Context: an optimization exercise on an open-source flow, tuned for a short achievable clock period and few clock cycles. The choices shown serve that exercise and are no tape-out recipe.
The RTL was checked by simulation tests, not by an equivalence proof against the original design.
Power figures rest on the tool's default switching activity, not on a simulated workload.

==> flow/design.v <==
module cpu(
    input clk,
    input nrst,
    output halt,
    output bit1_cp2,
    output bit2_cp3,
    output [2:0] io_address,
    output [7:0] dataout,
    input skip_flag,
    input clearacc,
    input [7:0] datain,
    output [11:0] address,
    output [11:0] write_data,
    output write_enable,
    output mem_load,
    input [11:0] read_data,
    input mem_ready
);
reg s_fetch;    
reg s_ptr;      
reg s_oprd;     
reg s_write;    
reg s_iotf;     
reg s_halt;
reg p_none;
reg p_and;
reg p_tad;
reg p_clr;      
reg [11:0] pc;
reg [11:0] ir;
reg [11:0] ac;
reg l;
reg [11:0] md_g, md_p;
reg [11:0] md_g2, md_p2;
reg sk;
reg [11:0] addr_r;
reg [11:0] wd_r;
reg w_ac;
reg we_r;
reg ml_r;
reg [2:0] io_r;
assign address = addr_o;
assign write_data = acd | wd_r;
assign write_enable = we_r;
assign mem_load = ml_r;
assign halt = s_halt;
assign io_address = io_r;
assign dataout = acw[7:0];
assign bit1_cp2 = ir[1];
assign bit2_cp3 = ir[2];
reg [11:0] inc_r, neg_r;
reg a1s_r, a0s_r;
always @(posedge clk) begin
    inc_r <= p_clr ? 12'd1 : ac + 12'd1;
    neg_r <= p_clr ? 12'd0 : 12'd0 - ac;
    a1s_r <= ~p_clr & (&ac);
    a0s_r <= p_clr | ~(|ac);
end
wire pend_ok = p_none | p_clr;
wire [12:0] s3;
opr1_value u_opr1_value(
    .ac(ac), .l(l), .cla(ir[7]), .cll(ir[6]), .cma(ir[5]), .cml(ir[4]), .iac(ir[0]),
    .inc_r(inc_r), .neg_r(neg_r), .a1s_r(a1s_r), .a0s_r(a0s_r), .s3(s3));
reg q_none, q_rar, q_rtr, q_ral, q_rtl, q_bsw;
reg qs_none, qs_rar, qs_rtr, qs_ral, qs_rtl, qs_bsw;
reg g1w;
wire [12:0] tad_sum;
wire [11:0] tp_g2, tp_p2;
tad_pre u_tad_pre(.a(ac), .b(read_data), .g2(tp_g2), .p2(tp_p2));
tad_add u_tad_add(.g2(md_g2), .p2(md_p2), .p(md_p), .l(l), .sum(tad_sum));
wire [12:0] lac_v;
acc_next u_acc_next(
    .l(l), .ac(ac), .md_g(md_g), .tad_sum(tad_sum), .s3(s3),
    .q_none(q_none), .q_rar(q_rar), .q_rtr(q_rtr), .q_ral(q_ral), .q_rtl(q_rtl), .q_bsw(q_bsw),
    .p_none(p_none), .p_and(p_and), .p_tad(p_tad), .p_clr(p_clr), .iotc(s_iotf),
    .datain(datain), .clearacc(clearacc), .nrst(nrst), .lac_v(lac_v), .lac_w(lac_w));
wire [11:0] lac_w;
reg [11:0] acw;
always @(posedge clk)
    acw <= lac_w;
wire [11:0] ac_v = lac_v[11:0];
reg [11:0] a1_r, pc1_r, pc2_r, pc3_r;
wire [11:0] a1 = a1_r;
wire [11:0] a2 = a1_r + 12'd1;
wire [11:0] pc1 = pc1_r;
reg t_sma, t_sza, t_snl, t_inv;
reg t_iot;
reg zf;
wire zf_d;
zero_next u_zero_next(
    .ac(ac), .md_g(md_g), .md_p(md_p), .s3(s3),
    .q_none(q_none), .q_rar(q_rar), .q_rtr(q_rtr), .q_ral(q_ral), .q_rtl(q_rtl), .q_bsw(q_bsw),
    .p_none(p_none), .p_and(p_and), .p_tad(p_tad), .p_clr(p_clr), .iotc(s_iotf),
    .datain(datain), .clearacc(clearacc), .nrst(nrst), .zf_d(zf_d));
always @(posedge clk)
    zf <= zf_d;
wire g2skip;
skip_test u_skip_test(
    .ac11(ac[11]), .zf(zf), .l(l), .t_sma(t_sma), .t_sza(t_sza), .t_snl(t_snl), .t_inv(t_inv),
    .g2skip(g2skip));
reg fetchc;
wire [11:0] I = read_data;
wire [2:0] op = I[11:9];
wire [11:0] ea = {I[7] ? addr_r[11:7] : 5'b00000, I[6:0]};
always @(posedge clk)
    {l, ac} <= lac_v;
wire [11:0] ir_d;
take_pick #(.W(12), .R(12'd0)) u_ir_pick(
    .fetchc(fetchc), .mem_ready(mem_ready), .t_iot(t_iot), .skip_flag(skip_flag),
    .g2skip(g2skip), .g1w(g1w), .nrst(nrst), .a(I), .b(ir), .y(ir_d));
always @(posedge clk)
    ir <= ir_d;
always @(posedge clk)
    if (s_oprd) begin
        md_g <= ac & read_data;
        md_p <= ac ^ read_data;
        md_g2 <= tp_g2;
        md_p2 <= tp_p2;
        sk <= &read_data;
    end
wire [11:0] wd_d;
wd_next u_wd_next(
    .rd(read_data), .a1(a1), .pc1(pc1), .ir11(ir[11]),
    .fetchc(fetchc), .s_ptr(s_ptr), .s_oprd(s_oprd), .wd_r(wd_r), .wd_d(wd_d));
always @(posedge clk)
    wd_r <= wd_d;
always @(posedge clk) begin
    if (!nrst)
        pc <= 12'd0;
    else if (fetchc)
        pc <= addr_r;
end
always @(posedge clk) begin
    if (!nrst) begin
        pc1_r <= 12'd1;
        pc2_r <= 12'd2;
        pc3_r <= 12'd3;
    end else if (fetchc) begin
        pc1_r <= a1_r;
        pc2_r <= a2;
        pc3_r <= a1_r + 12'd2;
    end
end
wire [11:0] wsrc = ir[11] ? a1 : (ir[10:9] == 2'b10 && sk) ? pc2_r : pc1;
wire [11:0] wsrc1 = ir[11] ? a2 : (ir[10:9] == 2'b10 && sk) ? pc3_r : pc2_r;
wire [11:0] addr_d;
addr_next u_addr_next(
    .rd(read_data), .mem_ready(mem_ready),
    .t_iot(t_iot), .skip_flag(skip_flag), .g2skip(g2skip), .g1w(g1w),
    .fetchc(fetchc), .s_ptr(s_ptr), .s_oprd_on(s_oprd & ~ir[10]), .s_write(s_write),
    .addr_r(addr_r), .a1(a1), .pc1(pc1), .wsrc(wsrc), .nrst(nrst), .addr_d(addr_d));
wire [11:0] addr_dc;
addr_next u_addr_copy(
    .rd(read_data), .mem_ready(mem_ready),
    .t_iot(t_iot), .skip_flag(skip_flag), .g2skip(g2skip), .g1w(g1w),
    .fetchc(fetchc), .s_ptr(s_ptr), .s_oprd_on(s_oprd & ~ir[10]), .s_write(s_write),
    .addr_r(addr_r), .a1(a1), .pc1(pc1), .wsrc(wsrc), .nrst(nrst), .addr_d(addr_dc));
reg [11:0] addr_o;
wire [11:0] a1_d;
addr_next1 u_addr_next1(
    .rd(read_data), .mem_ready(mem_ready),
    .t_iot(t_iot), .skip_flag(skip_flag), .g2skip(g2skip), .g1w(g1w),
    .fetchc(fetchc), .s_ptr(s_ptr), .s_oprd_on(s_oprd & ~ir[10]), .s_write(s_write),
    .addr_hi(addr_r[11:7]), .a1(a1), .a2(a2), .pc2(pc2_r), .wsrc1(wsrc1), .nrst(nrst),
    .a1_d(a1_d));
always @(posedge clk)
    a1_r <= a1_d;
always @(posedge clk) begin
    addr_r <= addr_d;
    addr_o <= addr_dc;
end
localparam CW = 35;
localparam [CW-1:0] C_RESET = {6'b100000, 4'b1000, 6'd0, 5'd0, 3'b001, 3'd0, 7'd0, 1'b1};
wire [CW-1:0] d_take;
ctl_decode #(.CW(CW)) u_ctl_decode(.I(I), .pend_ok(pend_ok), .d_take(d_take));
reg [CW-1:0] d_else;
always @* begin : dec_else
    reg f, pt, po, w, h, a_, t_, cl, dca;
    f = 1'b0; pt = 1'b0; po = 1'b0; w = 1'b0; h = 1'b0;
    a_ = 1'b0; t_ = 1'b0; cl = 1'b0; dca = 1'b0;
    if (fetchc)
        f = 1'b1;                
    else if (s_ptr) begin
        if (!mem_ready)
            pt = 1'b1;
        else case (ir[11:9])
        3'd3: begin
            w = 1'b1;
            dca = 1'b1;
        end
        3'd4: w = 1'b1;
        3'd5: f = 1'b1;
        default: po = 1'b1;
        endcase
    end else if (s_oprd) begin
        if (!mem_ready)
            po = 1'b1;
        else if (ir[10])
            w = 1'b1;            
        else begin
            f = 1'b1;
            t_ = ir[9];
            a_ = ~ir[9];
        end
    end else if (s_write) begin
        w = ~mem_ready;
        dca = ~mem_ready & w_ac;
        cl = mem_ready & w_ac;
        f = mem_ready;
    end else
        h = 1'b1;
    d_else = {f, pt, po, w, 1'b0, h,
              ~(a_ | t_ | cl | g1w), a_, t_, cl,
              {6{g1w}} & {qs_none, qs_rar, qs_rtr, qs_ral, qs_rtl, qs_bsw},
              5'd0,
              w, dca, ~h, 3'd0,
              7'd0, f};
end
wire [CW-1:0] c_d;
take_pick #(.W(CW), .R(C_RESET)) u_c_pick(
    .fetchc(fetchc), .mem_ready(mem_ready), .t_iot(t_iot), .skip_flag(skip_flag),
    .g2skip(g2skip), .g1w(g1w), .nrst(nrst), .a(d_take), .b(d_else), .y(c_d));
reg [11:0] acd;
always @(posedge clk)
    acd <= {12{c_d[12]}} & lac_w;    
always @(posedge clk)
    {s_fetch, s_ptr, s_oprd, s_write, s_iotf, s_halt,
     p_none, p_and, p_tad, p_clr,
     q_none, q_rar, q_rtr, q_ral, q_rtl, q_bsw,
     t_sma, t_sza, t_snl, t_inv, t_iot,
     we_r, w_ac, ml_r, io_r,
     qs_none, qs_rar, qs_rtr, qs_ral, qs_rtl, qs_bsw, g1w, fetchc} <= c_d;
endmodule
module skip_test(
    input ac11,
    input zf,
    input l,
    input t_sma, t_sza, t_snl, t_inv,
    output g2skip
);
    assign g2skip = ((t_sma & ac11) | (t_sza & zf) | (t_snl & l)) ^ t_inv;
endmodule
module acc_next(
    input l,
    input [11:0] ac,
    input [11:0] md_g,
    input [12:0] tad_sum,
    input [12:0] s3,
    input q_none, q_rar, q_rtr, q_ral, q_rtl, q_bsw,
    input p_none, p_and, p_tad, p_clr, iotc,
    input [7:0] datain,
    input clearacc,
    input nrst,
    output [12:0] lac_v,
    output [11:0] lac_w
);
    wire [11:0] keep = {12{p_none}} | {12{iotc & ~clearacc}};
    wire lkeep = p_none | p_and | p_clr | iotc;
    wire [12:0] v;
    assign lac_v = {13{nrst}} & v;
    assign lac_w = v[11:0];
    assign v =     {lkeep & l, keep & ac}
                 | {1'b0, {12{p_and}} & md_g}
                 | ({13{p_tad}} & tad_sum)
                 | {5'd0, {8{iotc}} & datain}
                 | ({13{q_none}} & s3)
                 | ({13{q_rar}} & {s3[0], s3[12:1]})
                 | ({13{q_rtr}} & {s3[1:0], s3[12:2]})
                 | ({13{q_ral}} & {s3[11:0], s3[12]})
                 | ({13{q_rtl}} & {s3[10:0], s3[12:11]})
                 | ({13{q_bsw}} & {s3[12], s3[5:0], s3[11:6]});
endmodule
module opr1_value(
    input [11:0] ac,
    input l,
    input cla, cll, cma, cml, iac,
    input [11:0] inc_r,
    input [11:0] neg_r,
    input a1s_r, a0s_r,
    output [12:0] s3
);
    wire cout = iac & ((~cla & ~cma & a1s_r) | (~cla & cma & a0s_r) | (cla & cma));
    assign s3[11:0] = cla ? ((cma & ~iac) ? 12'o7777 : {11'd0, ~cma & iac})
                          : (iac ? (cma ? neg_r : inc_r) : (ac ^ {12{cma}}));
    assign s3[12] = ((l & ~cll) ^ cml) ^ cout;
endmodule
module addr_next(
    input [11:0] rd,
    input mem_ready,
    input t_iot, skip_flag, g2skip, g1w,
    input fetchc, s_ptr, s_oprd_on, s_write,
    input [11:0] addr_r,
    input [11:0] a1,
    input [11:0] pc1,
    input [11:0] wsrc,
    input nrst,
    output reg [11:0] addr_d
);
    wire [11:0] ea = {rd[7] ? addr_r[11:7] : 5'b00000, rd[6:0]};
    wire squash = (t_iot & skip_flag) | g2skip;
    always @* begin
        addr_d = addr_r;
        if (fetchc) begin
            if (squash)
                addr_d = a1;
            else if (mem_ready & ~g1w)
                addr_d = (rd[11] & rd[10]) ? a1 : ea;
        end else if (s_ptr) begin
            if (mem_ready)
                addr_d = rd;
        end else if (s_oprd_on) begin
            if (mem_ready)
                addr_d = pc1;
        end else if (s_write) begin
            if (mem_ready)
                addr_d = wsrc;
        end
        if (!nrst)
            addr_d = 12'd0;
    end
endmodule
module take_pick #(
    parameter W = 1,
    parameter [W-1:0] R = 0
) (
    input fetchc, mem_ready, t_iot, skip_flag, g2skip, g1w, nrst,
    input [W-1:0] a,
    input [W-1:0] b,
    output [W-1:0] y
);
    wire take = fetchc & mem_ready & ~(t_iot & skip_flag) & ~g2skip & ~g1w;
    assign y = !nrst ? R : (take ? a : b);
endmodule
module tad_pre(
    input [11:0] a,
    input [11:0] b,
    output [11:0] g2,
    output [11:0] p2
);
    wire [11:0] g = a & b;
    wire [11:0] p = a ^ b;
    wire [11:0] g1, p1;
    genvar i;
    generate
        for (i = 0; i < 12; i = i + 1) begin : k1
            if (i >= 1) begin : a1
                assign g1[i] = g[i] | (p[i] & g[i-1]);
                assign p1[i] = p[i] & p[i-1];
            end else begin : b1
                assign g1[i] = g[i];
                assign p1[i] = p[i];
            end
        end
        for (i = 0; i < 12; i = i + 1) begin : k2
            if (i >= 2) begin : a2
                assign g2[i] = g1[i] | (p1[i] & g1[i-2]);
                assign p2[i] = p1[i] & p1[i-2];
            end else begin : b2
                assign g2[i] = g1[i];
                assign p2[i] = p1[i];
            end
        end
    endgenerate
endmodule
module tad_add(
    input [11:0] g2,
    input [11:0] p2,
    input [11:0] p,
    input l,
    output [12:0] sum
);
    wire [11:0] g4, p4, g8;
    genvar i;
    generate
        for (i = 0; i < 12; i = i + 1) begin : k4
            if (i >= 4) begin : a4
                assign g4[i] = g2[i] | (p2[i] & g2[i-4]);
                assign p4[i] = p2[i] & p2[i-4];
            end else begin : b4
                assign g4[i] = g2[i];
                assign p4[i] = p2[i];
            end
        end
        for (i = 0; i < 12; i = i + 1) begin : k8
            if (i >= 8) begin : a8
                assign g8[i] = g4[i] | (p4[i] & g4[i-8]);
            end else begin : b8
                assign g8[i] = g4[i];
            end
        end
    endgenerate
    assign sum = {l ^ g8[11], p ^ {g8[10:0], 1'b0}};
endmodule
module ctl_decode #(parameter CW = 35) (
    input [11:0] I,
    input pend_ok,
    output reg [CW-1:0] d_take
);
wire [2:0] op = I[11:9];
always @* begin : dec_take
    reg f, pt, po, w, io, h, a_, t_, g1, cl, g2, dca, slow;
    reg [5:0] rot;
    f = 1'b0; pt = 1'b0; po = 1'b0; w = 1'b0; io = 1'b0; h = 1'b0;
    a_ = 1'b0; t_ = 1'b0; g1 = 1'b0; cl = 1'b0; g2 = 1'b0; dca = 1'b0;
    case (op)
    3'd0, 3'd1, 3'd2: begin
        pt = I[8];
        po = ~I[8];
    end
    3'd3: begin
        pt = I[8];
        w = ~I[8];
        dca = ~I[8];
    end
    3'd4: begin
        pt = I[8];
        w = ~I[8];
    end
    3'd5: begin
        pt = I[8];
        f = ~I[8];
    end
    3'd6: begin
        io = (I[8:6] != 3'd0);
        f = (I[8:6] == 3'd0);
    end
    default: begin
        if (!I[8]) begin
            f = 1'b1;
            g1 = 1'b1;
        end else if (!I[0]) begin
            g2 = 1'b1;
            cl = I[7];
            h = I[1];
            f = ~I[1];
        end else
            f = 1'b1;
    end
    endcase
    rot = {(I[3:1] == 3'b000) | (I[3:1] == 3'b110) | (I[3:1] == 3'b111),
           I[3:1] == 3'b100, I[3:1] == 3'b101,
           I[3:1] == 3'b010, I[3:1] == 3'b011, I[3:1] == 3'b001};
    slow = g1 & I[0] & ~pend_ok;
    d_take = {f, pt, po, w, io, h,
              ~((g1 & ~slow) | cl | io), 1'b0, 1'b0, cl,
              {6{g1 & ~slow}} & rot,
              g2 & I[6], g2 & I[5], g2 & I[4], g2 & I[3], io & I[0],
              w, dca, ~h, (op == 3'd6) ? I[8:6] : 3'd0,
              {6{slow}} & rot, slow, f | io};
end
endmodule
module wd_next(
    input [11:0] rd,
    input [11:0] a1,
    input [11:0] pc1,
    input ir11,
    input fetchc, s_ptr, s_oprd,
    input [11:0] wd_r,
    output [11:0] wd_d
);
    wire [11:0] inc;
    inc12 u_inc12(.x(rd), .y(inc));
    assign wd_d = fetchc ? (rd[11] ? a1 : 12'd0)
                : s_ptr ? (ir11 ? pc1 : 12'd0)
                : s_oprd ? inc
                : wd_r;
endmodule
module inc12(
    input [11:0] x,
    output [11:0] y
);
    assign y = x + 12'd1;
endmodule
module zero_next(
    input [11:0] ac,
    input [11:0] md_g,
    input [11:0] md_p,
    input [12:0] s3,
    input q_none, q_rar, q_rtr, q_ral, q_rtl, q_bsw,
    input p_none, p_and, p_tad, p_clr, iotc,
    input [7:0] datain,
    input clearacc,
    input nrst,
    output zf_d
);
    wire z_ac = ~(|ac);
    wire z_and = ~(|md_g);
    wire [11:0] o = md_g | md_p;
    wire z_tad = &(md_p ~^ {o[10:0], 1'b0});
    wire z_iot = ~(|datain) & (clearacc | z_ac);
    wire z_g1 = ((q_none | q_bsw) & ~(|s3[11:0]))
              | (q_rar & ~(|s3[12:1]))
              | (q_rtr & ~(|{s3[12:2], s3[0]}))
              | (q_ral & ~(|{s3[12], s3[10:0]}))
              | (q_rtl & ~(|{s3[12:11], s3[9:0]}));
    assign zf_d = ~nrst | (p_none & z_ac) | p_clr | (p_and & z_and) | (p_tad & z_tad)
                | (iotc & z_iot) | z_g1;
endmodule
module addr_next1(
    input [11:0] rd,
    input mem_ready,
    input t_iot, skip_flag, g2skip, g1w,
    input fetchc, s_ptr, s_oprd_on, s_write,
    input [11:7] addr_hi,
    input [11:0] a1,
    input [11:0] a2,
    input [11:0] pc2,
    input [11:0] wsrc1,
    input nrst,
    output reg [11:0] a1_d
);
    wire [11:0] ea1 = {rd[7] ? addr_hi : 5'b00000, rd[6:0]} + 12'd1;
    wire [11:0] rd1 = rd + 12'd1;
    wire squash = (t_iot & skip_flag) | g2skip;
    always @* begin
        a1_d = a1;
        if (fetchc) begin
            if (squash)
                a1_d = a2;
            else if (mem_ready & ~g1w)
                a1_d = (rd[11] & rd[10]) ? a2 : ea1;
        end else if (s_ptr) begin
            if (mem_ready)
                a1_d = rd1;
        end else if (s_oprd_on) begin
            if (mem_ready)
                a1_d = pc2;
        end else if (s_write) begin
            if (mem_ready)
                a1_d = wsrc1;
        end
        if (!nrst)
            a1_d = 12'd1;
    end
endmodule
==> flow/flow/run.sh <==
#!/bin/bash
# Layout: the standard synthesis and layout, with two resizer settings
# changed: ports get a plain buf_6 instead of the smallest buffer (a slow
# delay cell in this library), and the resizer may swap cells across
# footprints (the platform's default ties each cell to its own footprint).
set -euo pipefail
bash standard.sh synth > synth.log 2>&1
bash standard.sh MATCH_CELL_FOOTPRINT=0 "BUFFER_PORTS_ARGS=-buffer_cell sky130_fd_sc_hd__buf_6" finish > layout.log 2>&1
==> flow/standard.sh <==
#!/bin/bash
# synth_recipe.tcl (not shown) runs the flow's synth.tcl, then flattens the netlist and writes it again
# the make line also repeats each setting of config.mk as NAME=value (left out here)
make -C /OpenROAD-flow-scripts/flow DESIGN_CONFIG=/design/flow/config.mk WORK_HOME=/design/flow/orfs CLKGATE_MAP_FILE= SYNTH_SCRIPT=/design/flow/synth_recipe.tcl "${@:-finish}"
==> flow/config.mk <==
export PLATFORM = sky130hd
export DESIGN_NAME = cpu
export DESIGN_NICKNAME = cpu
export VERILOG_FILES = /design/flow/design.v
export SDC_FILE = /design/flow/constraint.sdc
export NUM_CORES = 4
export LEC_CHECK = 0
export CAP_MARGIN = 20
export CORE_MARGIN = 2
export CORE_UTILIZATION = 40
export SETUP_SLACK_MARGIN = 4.0
export SLEW_MARGIN = 20
export SYNTH_HIERARCHICAL = 1
export SYNTH_MINIMUM_KEEP_SIZE = 0
export TNS_END_PERCENT = 100
==> flow/constraint.sdc <==
create_clock -name core_clock -period 6.5 [get_ports {clk}]
set_input_delay 1.3000 -clock core_clock [delete_from_list [all_inputs] [get_ports {clk}]]
set_output_delay 1.3000 -clock core_clock [all_outputs]
set_load 0.01 [all_outputs]
==> reports/qor.yml, run 1 <==
outcome: "timing/DRC/antenna clean"
clk_pin_slew_ns: 0.06
slew_headroom_pct: 20.5
die_x_um: 196
drt-total-wl_um: 51500
grt_max_degree: 100
netlist_instances: 1702
crit_required_ns: 5.20
antenna_cells: 0
slew_viol_final: 0
worstMarginPinSlew_ns: 1.18
grt_usage_pct: 25.8
finalPower_mw: 4.67
cts_root_buf: "clkbuf_16"
rsz0062_at_grt: "true"
fin_skew_ns: 0.0219
final_nets: 1785
die_area_um2: 38500
cts_max_path_buffers: 3
fmax_mhz: 393
cts_tree: "done"
dr.pass1.iters: 8
drc: 0
placed_area_um2: 15500
period_minus_slack_ns: 2.54
drtIter0Drc: 1738
fin_cells: 2218
syn_area_um2: 14800
synth.avg_cell_area_um2: 8.69
antenna_found_initial: 1
vias: 13600
gp_congestion: 0.977
power.leakage_nw: 6.57
cts_hold_buffers: 0
setup.worst_path.start_class: "flop"
clk_latency_ns: 0.57
maxCapViolations: 0
placed_cells: 2133
peakVddDrop_uv: 156
period_share_pct: 39.1
cts_max_level: 1
drive_gt1_share_pct: 17.7
grt_remaining_overflow: 0
wire_per_inst_um: 23.2
arrival_ns: 1.24
fin_util_pct: 47.0
crit_type: "reg2out"
core_um2: 36500
tns_ns: 0
n_fill_cell: 3406
drt-vias-per-instance: 6.13
power.density_nw_per_um2: 272
io_buffers: 64
cp_max_fo: 2
hold_violations: 0
dp_hpwl_um: 31600
ant_nets: 0
pin_count: 65
finalSetupViolations: 0
yosysWarnings: 10
grt_pass1_vias: 12700
fin_area_um2: 17200
grt_pass1_wl_um: 77200
hold_class: "reg2reg"
start_util_pct: 40.5
fp.dieH_um: 196
row_count: 70
end_kind: "output port"
syn_to_final_growth_pct: 16.2
cts.sinks: 231
cts_buffers: 27
-- cells in the final DEF (no fill, tap or decap), types with 12 or more instances in the layout --
master and count:
conb_1 18, ha_1 29, dfxtp_2 31, buf_6 66, buf_4 28, nand2_1 231, inv_1 47, a22o_1 25
mux2_2 23, or2_4 13, a22oi_1 50, a21oi_1 59, edfxtp_1 45, a221oi_1 29, nor3_1 46, nand3_1 55
xor2_1 35, o21ai_0 78, clkbuf_16 30, and2_1 37, nand4_1 14, nor2b_1 17, xnor2_1 37, a31oi_1 14
dfxtp_1 148, mux2i_1 143, or3_1 13, and3_1 12, o22ai_1 32, nor2_1 93
-- state kept, by name, indices dropped and copies added, names as in the netlist, 12 cells and up --
name    count
inc_r      12
md_p       12
addr_o     12
pc2_r      12
addr_r     12
md_g2      12
wd_r       12
ac         12
md_g       12
pc3_r      12
a1_r       12
acd        12
-- repair_timing --
action	CTS	global route
cloned	3	1
resized for setup	78	26
buffers inserted	17	14
pin swaps	19	10
setup endpoints to repair	111	65
-- stage by stage --
stage	setup slack, ns	hold slack [ns]
final	3.96	0.480
after global routing	3.91	0.499
after CTS	3.94	0.476
after detailed placement	2.68	0.464
after global placement	2.75	0.455
after floorplan	4.01	0.431
-- worst paths after layout --
check,startpoint,endpoint,slack [ns],depth (start not counted)
setup / recovery,wd_r[8],write_data[8],3.96,2
hold / removal,pc3_r[3],pc3_r[3],0.48,2
setup reg to reg,a1_r[1],a1_r[8],4.01,9
hold reg to reg,pc3_r[3],pc3_r[3],0.48,2
-- critical path: stages (launching register included) --
cell and delay [ns]:
dfxtp_2 0.34, or2_4 0.24, buf_6 0.12
-- layer usage --
metal,vias to the layer above,GRT usage (%),part of all wire (%)
met5,-,0,0.021
met1,6529,36.3,44
met3,102,4.66,9.0
li1,6287,-,-
met2,673,40.1,44
met4,2,7.91,2.7
-- report_power, final --
group,internal (mW),switching [mW]
logic,0.548,0.650
registers,1.64,0.269
clock network,0.895,0.670
total,3.08,1.59
-- layout make-up --
type | instances | area [µm²] | share of cell area, %
multi-input cells | 1308 | 9050 | 52.7
flip-flops and latches | 231 | 5140 | 29.9
repair buffers | 110 | 1300 | 7.59
clock buffers | 29 | 693 | 4.04
well taps | 468 | 586 | 3.41
clock inverters | 21 | 200 | 1.17
inverters | 51 | 195 | 1.14
Testbench counts, summed over its fixed seeds: cycles 137,261.
==> inputs of run 2 (changes only) <==
--- a/flow/design.v
+++ b/flow/design.v
@@ -110,14 +110,15 @@
     .g2skip(g2skip), .g1w(g1w), .nrst(nrst), .a(I), .b(ir), .y(ir_d));
 always @(posedge clk)
     ir <= ir_d;
+always @(posedge clk) begin
+    md_g <= ac & read_data;
+    md_p <= ac ^ read_data;
+    md_g2 <= tp_g2;
+    md_p2 <= tp_p2;
+end
 always @(posedge clk)
-    if (s_oprd) begin
-        md_g <= ac & read_data;
-        md_p <= ac ^ read_data;
-        md_g2 <= tp_g2;
-        md_p2 <= tp_p2;
+    if (s_oprd)
         sk <= &read_data;
-    end
 wire [11:0] wd_d;
 wd_next u_wd_next(
     .rd(read_data), .a1(a1), .pc1(pc1), .ir11(ir[11]),
--- a/flow/config.mk
+++ b/flow/config.mk
@@ -8,7 +8,7 @@
 export CAP_MARGIN = 20
 export CORE_MARGIN = 2
 export CORE_UTILIZATION = 40
-export SETUP_SLACK_MARGIN = 4.0
+export SETUP_SLACK_MARGIN = 4.4
 export SLEW_MARGIN = 20
 export SYNTH_HIERARCHICAL = 1
 export SYNTH_MINIMUM_KEEP_SIZE = 0
==> run 2 against run 1 <==
Compared with the run above:
- still clean on timing, DRC and antenna
- combinational power up 21%
- worst setup slack worse by 0.033 ns
- clock-buffer cell count up 7
- sequential share of layout area shrank 3.9 points
- maximum frequency is 1.3% lower
- die area fell by 3.1%
- via count up 1.6%
- wire length fell by 0.54%
==> reports/qor.yml, run 2 <==
outcome: "timing/DRC/antenna clean"
crit_required_ns: 5.20
cts_max_path_buffers: 3
hold_slack_ns: 0.473
die_area_um2: 37300
cp_max_fo: 2
slew_viol_final: 0
hold_class: "reg2reg"
cpLargestDelayFamily: "flip-flops"
pin_count: 65
core_um2: 35400
dr.pass1.iters: 6
syn_to_final_growth_pct: 27.9
cts_buffers: 28
hold_violations: 0
grt_usage_pct: 26.9
dp_hpwl_um: 30500
period_share_pct: 39.6
vias: 13800
netlist_instances: 1696
grt_max_degree: 123
end_kind: "output port"
io_buffers: 64
ant_nets: 0
fmax_mhz: 388
drt-vias-per-instance: 6.06
period_minus_slack_ns: 2.58
cts_hold_buffers: 0
grt_pass1_wl_um: 78000
clk_latency_ns: 0.58
final_common_cell: "nand2_1"
tns_ns: 0
antenna_found_initial: 0
grt_pass1_vias: 13000
fp.dieH_um: 193
setup.worst_path.start_class: "flop"
max_stage_delay_ns: 0.31
gp_congestion: 0.938
drt-total-wl_um: 51200
rsz0062_at_grt: "true"
synth.avg_cell_area_um2: 8.44
worstMarginPinSlew_ns: 0.944
cp_cell_sequence: "or2_4 > buf_6"
clk_pin_slew_ns: 0.06
yosysWarnings: 10
power.leakage_nw: 7.14
maxCapViolations: 0
peakVddDrop_uv: 230
start_util_pct: 40.4
syn_area_um2: 14300
final_nets: 1853
layout_common_cells: "221 x nand2_1, 160 x dfxtp_1, 131 x mux2i_1"
power.density_nw_per_um2: 278
setup_ws_ns: 3.92
drive_gt1_share_pct: 27.5
wire_per_inst_um: 22.5
cts_tree: "done"
crit_type: "reg2out"
arrival_ns: 1.28
row_count: 69
fin_skew_ns: 0.0281
slew_headroom_pct: 37.1
cts_max_level: 1
antenna_cells: 0
slowest_stage: "dfxtp_1"
cp_num_buf_inv: 1
dp_slack_ns: 2.68
cts.sinks: 231
finalSetupViolations: 0
cts_root_buf: "clkbuf_16"
grt_remaining_overflow: 0
drtIter0Drc: 1661
die_x_um: 193
drc: 0
[run 2: cell count changes in the layout (fill, tap and decap cells not counted), moves of 10 or more]
cell / delta
o21ai_0: -10
dfxtp_4: +10
clkbuf_16: +10
buf_4: +29
nand2_1: -10
nand3_1: -16
dfxtp_1: +12
edfxtp_1: -44
a22oi_1: -19
buf_6: +25
dfxtp_2: +22
a22oi_2: +19
mux2i_1: -12
[run 2: worst min-delay path, stage by stage (launching register included)]
cell	delay, ns
dfxtp_1	0.30
nand2_1	0.06
mux2i_1	0.06
[run 2: worst paths after layout]
| path | startpoint | end | slack [ns] | depth (start not counted) |
|---|---|---|---|---|
| worst max-delay path | wd_r[11] | write_data[11] | 3.92 | 2 |
| worst min-delay path | ir[6] | ir[6] | 0.47 | 2 |
| worst max register to register | ir[0] | acd[9] | 4.03 | 10 |
| worst min register to register | ir[6] | ir[6] | 0.47 | 2 |
[run 2: final cells by class]
type	instances	area, µm²
clock buffers	36	812
clock inverters	14	219
fillers	3233	17100
inverters	49	194
multi-input cells	1304	9560
flip-flops and latches	231	4760
well taps	461	577
repair buffers	182	2180
repair inverters	1	7.51
[run 2: per-stage QoR]
step                      util, %  instance area (µm²)  power (mW)  instances
after global placement       42.9                15200        2.95       2119
after global routing         51.7                18300        5.29       2278
after floorplan                 -                14600        2.59       1712
final                        51.7                18300        5.08       2278
after CTS                    50.3                17800        4.97       2253
after detailed placement     42.9                15200        2.96       2119
[run 2: report_power, final]
group,internal (mW),total [mW],switching [mW]
combinational,0.709,1.45,0.746
clock,1.08,1.76,0.680
sequential,1.61,1.87,0.257
[run 2: layer usage]
metal  part of all wire, %  global-route usage [%]  routed length (µm)  up-vias
met4                   2.9                    8.57                1510        0
met3                   8.9                    4.24                4560      127
met5                     0                       0                   0        -
met1                    45                    38.9               23000     6576
li1                      -                       -                   -     6370
met2                    43                    40.9               22200      741
[run 2: timing repair]
item | CTS | global route
resized for setup | 222 | 66
buffers inserted | 73 | 24
pin swaps | 79 | 42
endpoints found under the setup margin | 196 | 168
cloned | 11 | 1
Testbench counts of run 2, summed over its fixed seeds: cycles 137,261.

## re-timing with driven ports
No port has a modelled driver above. Below, the same layouts with a new extraction and two added sets of constraints.
Step 1 sets driving cells, clkbuf_16 on the clock port and buf_2 on the other inputs (assumed; they add their load-dependent delay and slew).
Step 2 times the ports against the registers' clock, not the clock port: input delays grow and output delays shrink by t, the midpoint of the rising clock arrivals with the driver on.
Slacks: ideal ports / drivers / drivers and shift; pairs: ideal ports / drivers.
run | t, ns | setup WS [ns] | worst setup path at the end | latest minus earliest clock arrival (ns) | worst register clock-pin slew, ns
run 1 | 0.611 | 3.956 / 3.885 / 3.274 | input to register | 0.023 / 0.022 | 0.07 / 0.07
run 2 | 0.615 | 3.923 / 3.875 / 3.416 | input to register | 0.028 / 0.028 | 0.07 / 0.07
After both steps every run listed still meets setup and hold. The setup slack of run 1, which loses most, moves by -0.071 ns with the drivers and by -0.682 ns with both steps.
